Source: an optimization exercise on an open RTL-to-GDS flow (aim: small area). Production flows keep margins and buffers that such runs may drop. In this exercise RTL edits were held to simulation tests only and were not proved equivalent to the original.

==> flow/design.v <==
module KeyPress(
	CLK,
	nRST,
	KEY_IN,
	KEY_FLAG,
	KEY_STATE
);
	input CLK;
	input nRST;
	input KEY_IN;
	output reg KEY_FLAG;			 
	output reg KEY_STATE;		 
	reg key_a, key_b;
	reg en_cnt, cnt_full;
	reg [3:0]state;
	reg [19:0]cnt;
	wire flag_H2L, flag_L2H;
	localparam
		Key_up			=	4'b0001,
		Filter_Up2Down	=	4'b0010,
		Key_down			=	4'b0100,
		Filter_Down2Up	=	4'b1000;
	always @(posedge CLK or negedge nRST)
		if(!nRST)
			begin
				key_a <= 1'b0;
				key_b <= 1'b0;
			end
		else
			begin
				key_a <= KEY_IN;
				key_b <= key_a;
			end
	assign flag_H2L = key_b && (!key_a);
	assign flag_L2H = (!key_b) && key_a;
	always @(posedge CLK or negedge nRST)
		if(!nRST)
			cnt <= 1'b0;
		else if(en_cnt)
			cnt <= cnt + 1'b1;
		else
			cnt <= 1'b0;
	always @(posedge CLK or negedge nRST)
		if(!nRST)
			cnt_full <= 1'b0;
		else if(cnt == 20'd39)
			cnt_full <= 1'b1;
		else
			cnt_full <= 1'b0;
	always @(posedge CLK or negedge nRST)
		if(!nRST)
			begin
				en_cnt <= 1'b0;
				state <= Key_up;
				KEY_FLAG <= 1'b0;
				KEY_STATE <= 1'b1;
			end
		else
			case(state)
				Key_up: begin
					KEY_FLAG <= 1'b0;
					if(flag_H2L) begin
						state <= Filter_Up2Down;
						en_cnt <= 1'b1;
					end
					else
						state <= Key_up;
				end
				Filter_Up2Down: begin
					if(cnt_full) begin
						en_cnt <= 1'b0;
						state <= Key_down;
						KEY_STATE <= 1'b0;
						KEY_FLAG <= 1'b1;
					end
					else if(flag_L2H) begin
						en_cnt <= 1'b0;
						state <= Key_up;
					end
					else
						state <= Filter_Up2Down;
				end
				Key_down: begin
					KEY_FLAG <= 1'b0;
					if(flag_L2H) begin
						state <= Filter_Down2Up;
						en_cnt <= 1'b1;
					end
					else
						state <= Key_down;
				end
				Filter_Down2Up: begin
					if(cnt_full) begin
						en_cnt <= 1'b0;
						state <= Key_up;
						KEY_FLAG <= 1'b1;
						KEY_STATE <= 1'b1;
					end
					else if(flag_H2L) begin
						en_cnt <= 1'b0;
						state <= Key_down;
					end
					else
						state <= Filter_Down2Up;
				end
				default: begin
					en_cnt <= 1'b0;
					state <= Key_up;
					KEY_FLAG <= 1'b0;
					KEY_STATE <= 1'b1;
				end
			endcase
endmodule
module KeyValue(
	CLK,
	nRST,
	KEY_ROW,
	KEY_COL,
	KEY_Value,
    KEY_Value1,
	Value_en
);
	input CLK;
	input nRST;
	input [3:0]KEY_COL;				 
	output reg Value_en;
	output reg [3:0]KEY_ROW;		 
	output reg [3:0]KEY_Value;		 
    output reg [3:0]KEY_Value1;		 
	wire [3:0]key_flag;
	wire [3:0]key_state;
	reg [4:0]state;
	reg row_flag;						 
	reg [1:0]rowIndex;
	reg [1:0]colIndex;
	wire [3:0]key_index;
	localparam
		NO_KEY		=	5'b00001,
		ROW_ONE		=	5'b00010,
		ROW_TWO		=	5'b00100,
		ROW_THREE	=	5'b01000,
		ROW_FOUR	=	5'b10000;
	KeyPress u0(
		.CLK(CLK),
		.nRST(nRST),
		.KEY_IN(KEY_COL[0]),
		.KEY_FLAG(key_flag[0]),
		.KEY_STATE(key_state[0])
	);
	KeyPress u1(
		.CLK(CLK),
		.nRST(nRST),
		.KEY_IN(KEY_COL[1]),
		.KEY_FLAG(key_flag[1]),
		.KEY_STATE(key_state[1])
	);
	KeyPress u2(
		.CLK(CLK),
		.nRST(nRST),
		.KEY_IN(KEY_COL[2]),
		.KEY_FLAG(key_flag[2]),
		.KEY_STATE(key_state[2])
	);
	KeyPress u3(
		.CLK(CLK),
		.nRST(nRST),
		.KEY_IN(KEY_COL[3]),
		.KEY_FLAG(key_flag[3]),
		.KEY_STATE(key_state[3])
	);
	always @(posedge CLK or negedge nRST)
		if(!nRST)
			begin
				state <= NO_KEY;
				row_flag <= 1'b0;
				KEY_ROW <= 4'b0000;
				rowIndex <= 2'd0;
			end
		else
			case(state)
				NO_KEY: begin
					row_flag <= 1'b0;
					KEY_ROW <= 4'b0000;
					if(key_flag != 4'b0000) begin
						state <= ROW_ONE;
						KEY_ROW <= 4'b1110;
					end
					else
						state <= NO_KEY;
				end
				ROW_ONE: begin
					if(KEY_COL != 4'b1111) begin
						state <= NO_KEY;
						rowIndex <= 2'd0;
						row_flag <= 1'b1;
					end
					else begin
						state <= ROW_TWO;
						KEY_ROW <= 4'b1101;
					end
				end
				ROW_TWO: begin
					if(KEY_COL != 4'b1111) begin
						state <= NO_KEY;
						rowIndex <= 2'd1;
						row_flag <= 1'b1;
					end
					else begin
						state <= ROW_THREE;
						KEY_ROW <= 4'b1011;
					end
				end
				ROW_THREE: begin
					if(KEY_COL != 4'b1111) begin
						state <= NO_KEY;
						rowIndex <= 2'd2;
						row_flag <= 1'b1;
					end
					else begin
						state <= ROW_FOUR;
						KEY_ROW <= 4'b0111;
					end
				end
				ROW_FOUR: begin
					if(KEY_COL != 4'b1111) begin
						rowIndex <= 2'd3;
						row_flag <= 1'b1;
					end
					state <= NO_KEY;
				end
			endcase
	always @(posedge CLK or negedge nRST)
		if(!nRST)
			colIndex <= 2'd0;
		else if(key_state != 4'b1111)
			case(key_state)
				4'b1110: colIndex <= 2'd0;
				4'b1101: colIndex <= 2'd1;
				4'b1011: colIndex <= 2'd2;
				4'b0111: colIndex <= 2'd3;
			endcase
	assign key_index = {rowIndex, colIndex};
	always @(posedge CLK or negedge nRST)
		if(!nRST)
			begin
				Value_en <= 1'b0;
				KEY_Value <= 4'h0;
				KEY_Value1 <= 4'h0;
			end
		else if(row_flag)
			begin
				Value_en <= 1'b1;
				KEY_Value1 <= key_index;
				case(key_index)
					4'd0:  KEY_Value <= 4'h1;
					4'd1:  KEY_Value <= 4'h2;
					4'd2:  KEY_Value <= 4'h3;
					4'd3:  KEY_Value <= 4'ha;
					4'd4:  KEY_Value <= 4'h4;
					4'd5:  KEY_Value <= 4'h5;
					4'd6:  KEY_Value <= 4'h6;
					4'd7:  KEY_Value <= 4'hb;
					4'd8:  KEY_Value <= 4'h7;
					4'd9:  KEY_Value <= 4'h8;
					4'd10: KEY_Value <= 4'h9;
					4'd11: KEY_Value <= 4'hc;
					4'd12: KEY_Value <= 4'he;
					4'd13: KEY_Value <= 4'h0;
					4'd14: KEY_Value <= 4'hf;
					default: KEY_Value <= 4'hd;
				endcase
			end
		else
			Value_en <= 1'b0;
endmodule
module smg_display(
    input wire clk,            
    input wire rst_n,          
    input wire [31:0] number,  
    output reg [7:0] seg,      
    output reg [2:0] sel       
);
reg [7:0] div_cnt;
wire scan_tick;
reg [3:0] display_data [7:0];
reg [2:0] scan_cnt;
always @(posedge clk or negedge rst_n) begin
    if (!rst_n)
        div_cnt <= 8'd0;
    else
        div_cnt <= div_cnt + 8'd1;
end
assign scan_tick = (div_cnt[4:0] == 5'b01111);
always @(posedge clk or negedge rst_n) begin
    if (!rst_n)
        scan_cnt <= 3'd0;
    else if (scan_tick)
        scan_cnt <= scan_cnt + 3'd1;
end
always @(posedge clk or negedge rst_n) begin
    if (!rst_n)
        sel <= 3'd1;
    else if (scan_tick)
        sel <= 3'd1 + scan_cnt;
end
always @(posedge clk or negedge rst_n) begin
    if (!rst_n) begin
        display_data[0] <= 4'hf;
        display_data[1] <= 4'hf;
        display_data[2] <= 4'hf;
        display_data[3] <= 4'hf;
        display_data[4] <= 4'hf;
        display_data[5] <= 4'hf;
        display_data[6] <= 4'hf;
        display_data[7] <= 4'hf;
    end else begin
        if (number == 32'hFFFFFFFF) begin
            display_data[0] <= 4'hf;
            display_data[1] <= 4'hf;
            display_data[2] <= 4'hf;
            display_data[3] <= 4'hf;
            display_data[4] <= 4'hf;
            display_data[5] <= 4'hf;
            display_data[6] <= 4'hf;
            display_data[7] <= 4'hf;
        end else begin
            display_data[0] <= number[31:28];
            display_data[1] <= number[27:24];
            display_data[2] <= number[23:20];
            display_data[3] <= number[19:16];
            display_data[4] <= number[15:12];
            display_data[5] <= number[11:8];
            display_data[6] <= number[7:4];
            display_data[7] <= number[3:0];
        end
    end
end
always @(*) begin
    case(display_data[scan_cnt])
        4'h0: seg = 8'b00111111;   
        4'h1: seg = 8'b00000110;   
        4'h2: seg = 8'b01011011;   
        4'h3: seg = 8'b01001111;   
        4'h4: seg = 8'b01100110;   
        4'h5: seg = 8'b01101101;   
        4'h6: seg = 8'b01111101;   
        4'h7: seg = 8'b00000111;   
        4'h8: seg = 8'b01111111;   
        4'h9: seg = 8'b01101111;   
        4'hf: seg = 8'b01000000;   
        default: seg = 8'b00000000;
    endcase
end
endmodule
module mm_lock(
    input wire clk,            
    input wire rst_n,          
    input wire [3:0] key_value,   
    input wire key_valid,      
    output reg [31:0] display_num,     
    output wire led1,          
    output wire led2,          
    output reg led3,           
    output reg [31:0] error_count,    
    output wire start_count4,  
    output wire start_count5   
);
    reg [3:0] input_count;           
    reg current_state;
    localparam LOCKED = 1'b0;
    localparam UNLOCKED = 1'b1;
    reg count5__begin;               
    reg [31:0] password;
    reg change_password_mode;
    reg [31:0] temp_password;        
    reg password_success;
    reg [24:0] flash_counter;
    wire led3_flash;
    reg [26:0] success_timer;
    reg [28:0] idle_timer;
    wire idle_timeout;
    localparam IDLE_TIMEOUT = 20_000 - 1;
    always @(posedge clk or negedge rst_n) begin
        if(!rst_n) begin
            display_num <= 32'hFFFFFFFF;
            input_count <= 0;
            current_state <= LOCKED;
            change_password_mode <= 0;
            error_count <= 0;
            temp_password <= 0;
            password_success <= 0;
            success_timer <= 0;
            idle_timer <= 0;
            count5__begin <= 0;
            password <= 32'h12345678;
        end else begin
            if(!key_valid) begin
                if(current_state == UNLOCKED) begin
                    idle_timer <= (idle_timer >= IDLE_TIMEOUT) ? 0 : idle_timer + 1;
                end else begin
                    idle_timer <= 0;
                end
                if(idle_timeout) begin
                    current_state <= LOCKED;
                    display_num <= 32'hFFFFFFFF;
                    input_count <= 0;
                    change_password_mode <= 0;
                    temp_password <= 0;
                    count5__begin <= 0;
                end
                if(password_success) begin
                    if(success_timer < 27'd2_000) begin
                        success_timer <= success_timer + 1;
                    end else begin
                        password_success <= 0;
                        success_timer <= 0;
                    end
                end
            end
            if(key_valid) begin
                idle_timer <= 0;
                case(key_value)
                    4'h0, 4'h1, 4'h2, 4'h3, 4'h4, 4'h5, 4'h6, 4'h7, 4'h8, 4'h9: begin
                        count5__begin <= 1;
                        if(input_count < 8) begin
                            display_num <= {display_num[27:0], key_value};
                            input_count <= input_count + 1;
                        end
                    end
                    4'hA: begin  
                        if(current_state == LOCKED) begin
                            if(display_num == password) begin
                                current_state <= UNLOCKED;
                                display_num <= 32'hFFFFFFFF;
                                error_count <= 0;
                            end else begin  
                                input_count <= 0;
                                error_count <= error_count + 1;
                                display_num <= error_count + 1;
                            end
                        end else if(change_password_mode) begin
                            if(temp_password == 0) begin  
                                temp_password <= display_num;
                                display_num <= 32'hFFFFFFFF;
                                input_count <= 0;
                            end else begin  
                                if(display_num == temp_password) begin
                                    password <= display_num;
                                    password_success <= 1;
                                end
                                change_password_mode <= 0;
                                temp_password <= 0;
                                display_num <= 32'hFFFFFFFF;
                                input_count <= 0;
                            end
                        end
                    end
                    4'hB: begin  
                        current_state <= LOCKED;
                        display_num <= 32'hFFFFFFFF;
                        input_count <= 0;
                        change_password_mode <= 0;
                        temp_password <= 0;
                        count5__begin <= 0;
                    end
                    4'hC: begin  
                        display_num <= 32'hFFFFFFFF;
                        input_count <= 0;
                    end
                    4'hD: begin  
                        if(current_state == UNLOCKED) begin
                            change_password_mode <= ~change_password_mode;
                            input_count <= 0;
                            display_num <= 32'hFFFFFFFF;
                            temp_password <= 0;
                        end
                    end
                    4'hE: begin  
                        if(current_state == UNLOCKED) begin
                            input_count <= 0;
                            display_num <= password;
                        end
                    end
                    default: ;
                endcase
            end
        end
    end
    always @(posedge clk or negedge rst_n) begin
        if(!rst_n) begin
            flash_counter <= 0;
        end else begin
            flash_counter <= (flash_counter == 25'd250) ? 0 : flash_counter + 1;
        end
    end
    assign led3_flash = (flash_counter < 25'd125);
    always @(*) begin
        if(password_success) begin
            led3 = led3_flash;
        end else begin
            led3 = change_password_mode;
        end
    end
    assign start_count4 = (current_state == LOCKED) && (error_count >= 1);
    assign start_count5 = (current_state == LOCKED) && (count5__begin > 0);
    assign led1 = (current_state == UNLOCKED);
    assign led2 = (current_state == LOCKED);
    assign idle_timeout = (idle_timer == IDLE_TIMEOUT);
endmodule
module warning(
    input wire clk,
    input wire rst_n,
    input wire [31:0] error_count,
    input wire start_count4,
    input wire start_count5,
    output reg led4,
    output reg led5
);
    parameter COUNT_1S = 2_000 - 1;
    parameter COUNT_5S = 5 * (COUNT_1S + 1) - 1;
    parameter COUNT_30S = 30 * (COUNT_1S + 1) - 1;
    parameter FLASH_PERIOD = (COUNT_1S + 1) / 8 -1;
    reg [31:0] counter4;
    reg [31:0] prev_error_count;
    reg counter4_reset_flag;
     always @(posedge clk or negedge rst_n) begin
        if (!rst_n) begin
            counter4 <= 0;
            led4 <= 0;
            prev_error_count <= 0;
            counter4_reset_flag <= 0;
        end else begin
            if (error_count != prev_error_count) begin
                counter4 <= 0;
                prev_error_count <= error_count;
                counter4_reset_flag <= 1;
            end else begin
                counter4_reset_flag <= 0;
            end
            if (start_count4) begin
                if (counter4_reset_flag) begin
                    counter4 <= 0;
                end
                case (error_count)
                    32'h1, 32'h2: begin
                        if (counter4 < COUNT_5S) begin
                            counter4 <= counter4 + 1;
                            led4 <= (counter4 % FLASH_PERIOD < FLASH_PERIOD/2);
                        end else begin
                            led4 <= 0;
                        end
                    end
                    32'h3: begin
                        if (counter4 < COUNT_30S) begin
                            counter4 <= counter4 + 1;
                            led4 <= (counter4 % FLASH_PERIOD < FLASH_PERIOD/2);
                        end else begin
                            led4 <= 0;
                        end
                    end
                    default: begin
                        if (error_count > 32'h3) begin
                            led4 <= 1;
                            counter4 <= 0;
                        end
                    end
                endcase
            end else begin
                counter4 <= 0;
                led4 <= 0;
            end
        end
    end
    reg [31:0] counter5;
    always @(posedge clk or negedge rst_n) begin
        if (!rst_n) begin
            counter5 <= 0;
            led5 <= 0;
        end else if (start_count5) begin
            counter5 <= counter5 + 1;
            if (counter5 < COUNT_30S) begin
                led5 <= 0;
            end else if (counter5 >= COUNT_30S && counter5 < 2 * COUNT_30S) begin
                led5 <= (counter5 % FLASH_PERIOD < FLASH_PERIOD/2);
            end else begin
                counter5 <= 0;
                led5 <= 0;
            end
        end else begin
            counter5 <= 0;
            led5 <= 0;
        end
    end
endmodule
module exp81(
    input wire clk,           
    input wire rst_n,         
    input wire [3:0] key_in,  
    output wire [3:0] key_out,  
    output wire [7:0] seg,    
    output wire [2:0] sel,    
    output wire led1,         
    output wire led2,         
    output wire led3,         
    output wire led4,         
    output wire led5          
);
    wire [3:0] key_value;
    wire key_valid;
    wire [31:0] display_num;
    wire [31:0] error_count;
    wire start_count4, start_count5;
    KeyValue key_inst(
       .CLK(clk),
       .nRST(rst_n),
       .KEY_COL(key_in),
       .KEY_ROW(key_out),
       .KEY_Value(key_value),
       .KEY_Value1(),
       .Value_en(key_valid)
    );
    smg_display smg_inst(
       .clk(clk),
       .rst_n(rst_n),
       .number(display_num),
       .seg(seg),
       .sel(sel)
    );
    mm_lock mm_lock_inst (
       .clk(clk),
       .rst_n(rst_n),
       .key_value(key_value),
       .key_valid(key_valid),
       .display_num(display_num),
       .led1(led1),
       .led2(led2),
       .led3(led3),
       .error_count(error_count),
       .start_count4(start_count4),
       .start_count5(start_count5)
    );
    warning warning_inst(
        .clk(clk),
        .rst_n(rst_n),
        .error_count(error_count),
        .start_count4(start_count4),
        .start_count5(start_count5),
        .led4(led4),
        .led5(led5)
    );
endmodule
==> flow/run.sh <==
#!/bin/bash
# synth_recipe.tcl (not shown) runs the flow's synth.tcl, then flattens the netlist and writes it again
# the make line also repeats each setting of config.mk as NAME=value (left out here)
make -C /OpenROAD-flow-scripts/flow DESIGN_CONFIG=/design/flow/config.mk WORK_HOME=/design/flow/orfs CLKGATE_MAP_FILE= SYNTH_SCRIPT=/design/flow/synth_recipe.tcl finish
==> flow/config.mk <==
export PLATFORM = sky130hd
export DESIGN_NAME = exp81
export DESIGN_NICKNAME = exp81
export VERILOG_FILES = /design/flow/design.v
export SDC_FILE = /design/flow/constraint.sdc
export NUM_CORES = 4
export LEC_CHECK = 0
export CAP_MARGIN = 20
export CORE_MARGIN = 2
export CORE_UTILIZATION = 40
export SLEW_MARGIN = 20
==> flow/constraint.sdc <==
create_clock -name core_clock -period 30.0 [get_ports {clk}]
set_input_delay 6.0000 -clock core_clock [delete_from_list [all_inputs] [get_ports {clk}]]
set_output_delay 6.0000 -clock core_clock [all_outputs]
set_load 0.01 [all_outputs]
==> run summary <==
* Result of the run: finished clean
* Crit share post-route at 70.0%
* Top cells by instance count after synthesis: nor2_1 (453), dfrtp_1 (409), nand2_1 (362), a21oi_1 (316), o21ai_0 (309)
* Cell count after placement at ~6100
* Crit. End Element: register
* Total number of placement rows at 117
* Post-cts gate resize count at 0
* Antenna violations before repair at 0
* Worst min-delay path endpoint: smg_inst.display_data[0][0]
* Proportion of netlist area held by the largest area contributor at 24.9%
* Biggest cell delay along the critical path at ~0.82 ns
* Most instantiated flip-flop cell in the synthesis netlist: dfrtp_1
* Fraction of the core area covered by cells at the end of the flow at 42.9%
* TritonCTS clock tree: done
* Setup WS post-layout at around 9 ns
* Final antenna-violating net count at 0
* Yosys Warn Count at 6
* Min Hold Slack at 0.418 ns
* Final weighted congestion of routability-driven global placement at 0.896
* Family with the most delay on the worst path: compound AO/OA/AOI/OAI gates
* Wire length of the first global-routing pass at around 180000 um
* Max Freq at 0.0476 GHz
* Cell count after synthesis at 4996
* Data arrival time of the critical path at 21.50 ns
* Type of the tightest min-delay check: register to register
* Avg WL per Cell at 17.2 um
* Post-detailed-route via-to-cell ratio at around 6.0
* Worst slew margin relative to its limit at 26.9%
* FF-to-FF End: warning_inst.led4
* Antenna Diode Count at 0
* Share of flip-flops with an asynchronous set or reset after synthesis at 100%
* Cell type with the largest total area after synthesis: dfrtp_1
* Clock insertion delay at the later pin of the skew report at ~0.63 ns
* Area growth syn-to-layout at 6.25%
* Most used standard cell by instance count after synthesis: nor2_1
* Portion of the post-synthesis area used by sequential elements at between 30% and 40%
* Setup WS pre-CTS at around 9.2 ns
* Register clock-pin slew on the reported worst setup and hold paths at 0.07 ns
* Fin. Hold Viols at 0
* Synth unique cells at 167
* Longest Clk Path Bufs at 3
* DRC violation count after routing at 0
* Slowest library cell on the worst path: o41ai_1
* Ranking of synthesized cells by area: dfrtp_1 (25%), dfstp_2 (5.6%), xnor2_1 (5.3%)
* Final cell area excluding filler cells at 0.0437 mm^2
* DR vias at around 37000
* Core area at 0.102 mm^2
* Synth Area in Adders at 1.88%
* Main combinational cell family by area after synthesis: compound AO/OA/AOI/OAI gates
* Number of synthesized register bits at 496
* Synthesized cell area at 0.0412 mm^2
* Startpoint type of the worst setup path: register
* Worst-case clock skew at 0.0238 ns
* I/O pin count at 26
* Aggregate routed wire length at 106000 um
* Actual transition at the worst max-transition pin at 1.08 ns
* Total negative slack for setup checks at 0 ns
* Count of nets after finishing at 4815
* Instance count along the most critical hold path at 0
* Global route overflow at 0
* Final standard cell count with taps included and fillers excluded at between 6000 and 7000
* Detailed-routing iteration count for the pre-antenna-repair pass at 6
* Count of input and output buffers at 24
* Post-synth EDFFs at 0
* Worst Path Required at 30.50 ns
* Die outline height at 325 um
* Area fraction in compound gates after synthesis at 28.4%
* Setup slack, reg-to-reg at 9.00 ns
* Simple-Gate Fraction of Synth Area at about a quarter
* Die Outline Area at 0.105 mm^2
* Share of post-route cells with drive strength above 1 at 10.5%
* Max Cap Violations at 0
* Number of inserted filler cells in the final layout at around 10000
* Largest net degree at the start of global routing at 110
* Drt first-iter violations at 2867
* Avg Inst Size Synth at 8.24 um^2
* Number of buffers and inverters on the critical path at 2
* DIE WIDTH at 325 um
* Dpl hpwl at 75300 um
* Total setup buffers inserted after CTS at 0
* # setup viols final at 0
* Overall track demand over capacity in global routing at approximately a fifth
* Number of sinks handled by clock tree synthesis at slightly below 500
* Cell occurring most often along the worst timing path: nor2_1
* Via count of the first global-routing pass at 34634
* Initial standard-cell utilization of the core at 40.4%
* Fraction of synthesized cell area in xor and xnor cells at 7.80%
* Worst setup path class: register to register
* Reg-to-reg critical path startpoint: warning_inst.counter4[24]
* FF-to-FF path depth at 64
* Maximum fanout along the worst path at 19
* H-Tree Depth at 2
* Share of cell area taken by muxes after synthesis at slightly above 3%
* Clk root buf: clkbuf_16
* Number of CTS-inserted buffers at 53
* Shortest period the worst path allows at 21.00 ns
* Max-slew violation count at 0
* Post-DP Area at between 0.04 and 0.05 mm^2
* Unrepaired setup endpoints after global routing: false
* Startpoint of the worst hold path: mm_lock_inst.display_num[28]
* Hold Buf Count CTS at 0
layer usage:
layer,global-route usage [%],up-vias,share of wire (%)
met2,31.4,869,46
met5,0,-,0
li1,-,18154,-
met3,1.85,141,4.1
met1,27.6,17704,48
met4,4.85,0,2.0
layout by cell type (no fill, tap or decap), types with 104 or more instances in the layout:
cell,instances
dfrtp_1,408
nand3_1,163
a21oi_1,314
xnor2_1,251
nor2_1,450
nor3_1,160
o21ai_0,309
and3_1,110
inv_1,104
nand2_1,362
and2_1,111
cell families after synthesis:
| family | count (synthesis) |
|---|---|
| and+or+nand+nor | 1866 |
| AOI/OAI and AO/OA | 1609 |
| DFF | 496 |
| buffers and inverters | 489 |
| xor gates and xnor gates | 356 |
| muxes | 113 |
| adders and majority gates | 66 |
| other | 1 |
state kept, by name, indices dropped and copies added, names as in the netlist, 20 cells and up:
signal and flops:
key_inst.u0.cnt 20, key_inst.u1.cnt 20, key_inst.u2.cnt 20, key_inst.u3.cnt 20, mm_lock_inst.display_num 32, mm_lock_inst.error_count 32, mm_lock_inst.flash_counter 25, mm_lock_inst.idle_timer 29
mm_lock_inst.password 32, mm_lock_inst.success_timer 27, mm_lock_inst.temp_password 32, smg_inst.display_data 32, warning_inst.counter4 32, warning_inst.counter5 32, warning_inst.prev_error_count 32
worst max-delay path by stage:
stage,depth (start not counted),end,slack (ns),from
6_report,64,warning_inst.led4,9.00,warning_inst.counter4[24]
5_1_grt,61,warning_inst.led4,6.94,warning_inst.counter4[24]
4_1_cts,61,warning_inst.led4,9.04,warning_inst.counter4[24]
3_5_place_dp,61,warning_inst.led4,9.16,warning_inst.counter4[24]
3_3_place_gp,62,warning_inst.led4,9.61,warning_inst.counter4[23]
2_1_floorplan,69,warning_inst.led5,12.35,warning_inst.counter5[24]
layout make-up:
type | instances | area [um^2] | share of cell area, %
clock inverter | 24 | 335 | 0.767
clock buffer | 71 | 1480 | 3.39
timing repair buffer | 53 | 467 | 1.07
multi-input combinational | 4040 | 26800 | 61.2
tap | 1368 | 1710 | 3.91
inverter | 122 | 458 | 1.05
sequential | 496 | 12500 | 28.6

re-timing with driven ports:
In the flow no input, the clock included, has a driving cell. The finished layout below was timed again as built, in two steps.
Step 1 (the two cells are an assumption about what drives the block):
set clk [get_ports {clk}]
set_driving_cell -lib_cell sky130_fd_sc_hd__clkbuf_16 $clk
set_driving_cell -lib_cell sky130_fd_sc_hd__buf_2 [delete_from_list [all_inputs] $clk]
Step 2, shift: input delay + t, output delay - t, t = (earliest + latest rising clock arrival at the registers) / 2. This alone moves slack from input paths to output paths.
Three values: ideal ports, drivers, drivers and shift; two values: the first two.
t, ns: 0.681
slack for setup (ns): 9.001 / 9.001 / 9.001
worst hold slack (ns): 0.418 / 0.418 / 0.418
After both steps this run still meets setup and hold. For this run, drivers alone change the setup slack by 0.000 ns; drivers and shift together by 0.000 ns.
